Source: an optimization exercise on an open RTL-to-GDS flow (aim: small area, a short achievable clock period and few clock cycles per item). Production flows keep margins and buffers that such runs may drop.
Power figures rest on the tool's default switching activity, not on a simulated workload.

==> module restoring_divider, before the edit <==
module restoring_divider #(
  parameter DIV_WIDTH = 16
) (
  input                      clk,
  input                      rst_n,
  input                      start,
  input                      sign,
  input      [DIV_WIDTH-1:0] in1,
  input      [DIV_WIDTH-1:0] in2,
  output     [DIV_WIDTH-1:0] q,
  output     [DIV_WIDTH-1:0] r,
  output reg                 ready
);
  reg  [15:0] d_reg;      
  reg         aneg, bneg;
  reg  [15:0] r_reg;      
  reg  [15:0] a_reg;      
  reg  [3:0]  cnt;        
  reg         run, fix;
  reg         f_reg;      
  wire qneg = aneg ^ bneg;
  wire [19:0] x4 = {r_reg, a_reg[15:12]};
  reg  [15:0] tmask;      
  integer j;
  always @(*) begin
    for (j = 0; j < 16; j = j + 1)
      tmask[j] = ~|(d_reg >> (j + 1));
  end
  wire hi_set  = |x4[19:16] | |(x4[15:0] & tmask);
  wire lo_ones = &(x4[15:0] | tmask);
  wire cnt_le12 = ~(cnt[3] & cnt[2] & (cnt[1] | cnt[0]));
  wire skip    = ~hi_set & ~lo_ones & cnt_le12;
  wire done    = skip ? (cnt == 4'd12) : (cnt == 4'd15);
  wire [16:0] x   = {r_reg, a_reg[15]};
  wire [17:0] z   = {1'b0, x} + {2'b11, ~d_reg} + {17'd0, ~bneg};
  wire        qb  = ~z[17];
  wire        z_ones = &z[16:0];
  wire        sp  = aneg & f_reg;
  wire        needfix = aneg | bneg;
  always @(posedge clk) begin
    d_reg <= in2 ^ {16{sign & in2[15]}};
    aneg  <= sign & in1[15];
    bneg  <= sign & in2[15];
    if (!rst_n) begin
      ready <= 1'b1;
      run   <= 1'b0;
      fix   <= 1'b0;
    end else if (ready) begin
      if (start) begin
        ready <= 1'b0;
        run   <= 1'b1;
        cnt   <= 4'd0;
        r_reg <= 16'd0;
        a_reg <= in1 ^ {16{sign & in1[15]}};
      end
    end else if (run) begin
      if (skip) begin
        r_reg <= x4[15:0];
        a_reg <= {a_reg[11:0], {4{qneg}}};
        f_reg <= 1'b0;
        cnt   <= cnt + 4'd4;
      end else begin
        r_reg <= qb ? z[15:0] : x[15:0];
        a_reg <= {a_reg[14:0], qb ^ qneg};
        f_reg <= z_ones | (f_reg & x[0]);
        cnt   <= cnt + 4'd1;
      end
      if (done) begin
        run   <= 1'b0;
        fix   <= needfix;
        ready <= ~needfix;
      end
    end else if (fix) begin
      if (aneg) r_reg <= sp ? 16'd0 : ~r_reg;
      a_reg <= a_reg + {15'd0, sp ^ qneg};
      fix   <= 1'b0;
      ready <= 1'b1;
    end
  end
  assign q = a_reg;
  assign r = r_reg;
endmodule
export LEC_CHECK = 0
export CAP_MARGIN = 20
export CORE_MARGIN = 2
export CORE_UTILIZATION = 40
export SLEW_MARGIN = 20
create_clock -name core_clock -period 15.0 [get_ports {clk}]
standard.sh (not shown) runs the stock make flow with config.mk's settings and CLKGATE_MAP_FILE= SYNTH_SCRIPT=/design/flow/synth_recipe.tcl, a recipe that flattens the netlist after the stock synthesis.
==> flow/flow/run.sh <==
#!/bin/bash
# Standard ORFS layout (the standard.sh, standard synthesis), with two
# layout choices: plain buf_1 cells as the port buffers, and timing repair
# aiming for 10.5 ns of setup slack (a tighter target than the 15 ns clock
# needs). The SDC and clock period are unchanged. make's output goes to
# flow_make.log; each ORFS step keeps its own log under orfs/logs.
set -uo pipefail
bash standard.sh "BUFFER_PORTS_ARGS=-buffer_cell sky130_fd_sc_hd__buf_1" SETUP_SLACK_MARGIN=10.5  finish > flow_make.log 2>&1
The starting point completed without violations.
Change:
--- a/flow/design.v
+++ b/flow/design.v
@@ -58,25 +58,25 @@
   reg  [15:0] r_reg;      
   reg  [15:0] a_reg;      
   reg  [3:0]  cnt;        
   reg         run, fix;
   reg         f_reg;      
   wire qneg = aneg ^ bneg;
-  wire [19:0] x4 = {r_reg, a_reg[15:12]};
+  wire [19:0] x4 = {r_reg, a_reg[15:12] ^ {4{aneg}}};
   reg  [15:0] tmask;      
   integer j;
   always @(*) begin
     for (j = 0; j < 16; j = j + 1)
       tmask[j] = ~|(d_reg >> (j + 1));
   end
   wire hi_set  = |x4[19:16] | |(x4[15:0] & tmask);
   wire lo_ones = &(x4[15:0] | tmask);
   wire cnt_le12 = ~(cnt[3] & cnt[2] & (cnt[1] | cnt[0]));
   wire skip    = ~hi_set & ~lo_ones & cnt_le12;
   wire done    = skip ? (cnt == 4'd12) : (cnt == 4'd15);
-  wire [16:0] x   = {r_reg, a_reg[15]};
+  wire [16:0] x   = {r_reg, a_reg[15] ^ aneg};
   wire [17:0] z   = {1'b0, x} + {2'b11, ~d_reg} + {17'd0, ~bneg};
   wire        qb  = ~z[17];
   wire        z_ones = &z[16:0];
   wire        sp  = aneg & f_reg;
   wire        needfix = aneg | bneg;
   always @(posedge clk) begin
@@ -90,13 +90,13 @@
     end else if (ready) begin
       if (start) begin
         ready <= 1'b0;
         run   <= 1'b1;
         cnt   <= 4'd0;
         r_reg <= 16'd0;
-        a_reg <= in1 ^ {16{sign & in1[15]}};
+        a_reg <= in1;
       end
     end else if (run) begin
       if (skip) begin
         r_reg <= x4[15:0];
         a_reg <= {a_reg[11:0], {4{qneg}}};
         f_reg <= 1'b0;
Result:
- core utilization fell by 2.1 points
- first-iteration DRC count fell by 30%
- synthesized area fell by 2.3%
- worst hold slack got worse by 32 ps
- final area fell by 5.1%
- setup slack improved by 16 ps
- global-route usage rose by 0.19 points
- clock power fell by 38%
- power fell by 17%
No run of this note included a check of the RTL's function; only the layout flow was run.

## afterwards: timing with drivers on the ports
The flow's constraints put no driver on any port. The routed layouts listed below were extracted and timed again, unchanged, in two steps. Step 1 (the two cells are an assumption about what drives the block):
set clk [get_ports {clk}]
set_driving_cell -lib_cell sky130_fd_sc_hd__clkbuf_16 $clk
set_driving_cell -lib_cell sky130_fd_sc_hd__buf_2 [delete_from_list [all_inputs] $clk]
Step 2 adds t to the input delays and takes it off the output delays; t is the mean of the earliest and latest rising clock arrival at the registers after step 1. Input paths then give back, and output paths get back, about the clock's delay inside the block. a / b / c = ideal ports / drivers / drivers and shift; a / b = the first two.
run | shift t [ns] | slack for setup (ns) | cell pins on the clock port's net
the first run | 0.365 | 10.751 / 10.762 / 10.397 | 1
the second run | 0.372 | 10.767 / 10.731 / 10.753 | 1
After both steps setup and hold are still met in every run listed. The setup slack of the first run, which loses most, moves by +0.011 ns with the drivers and by -0.354 ns with both steps.
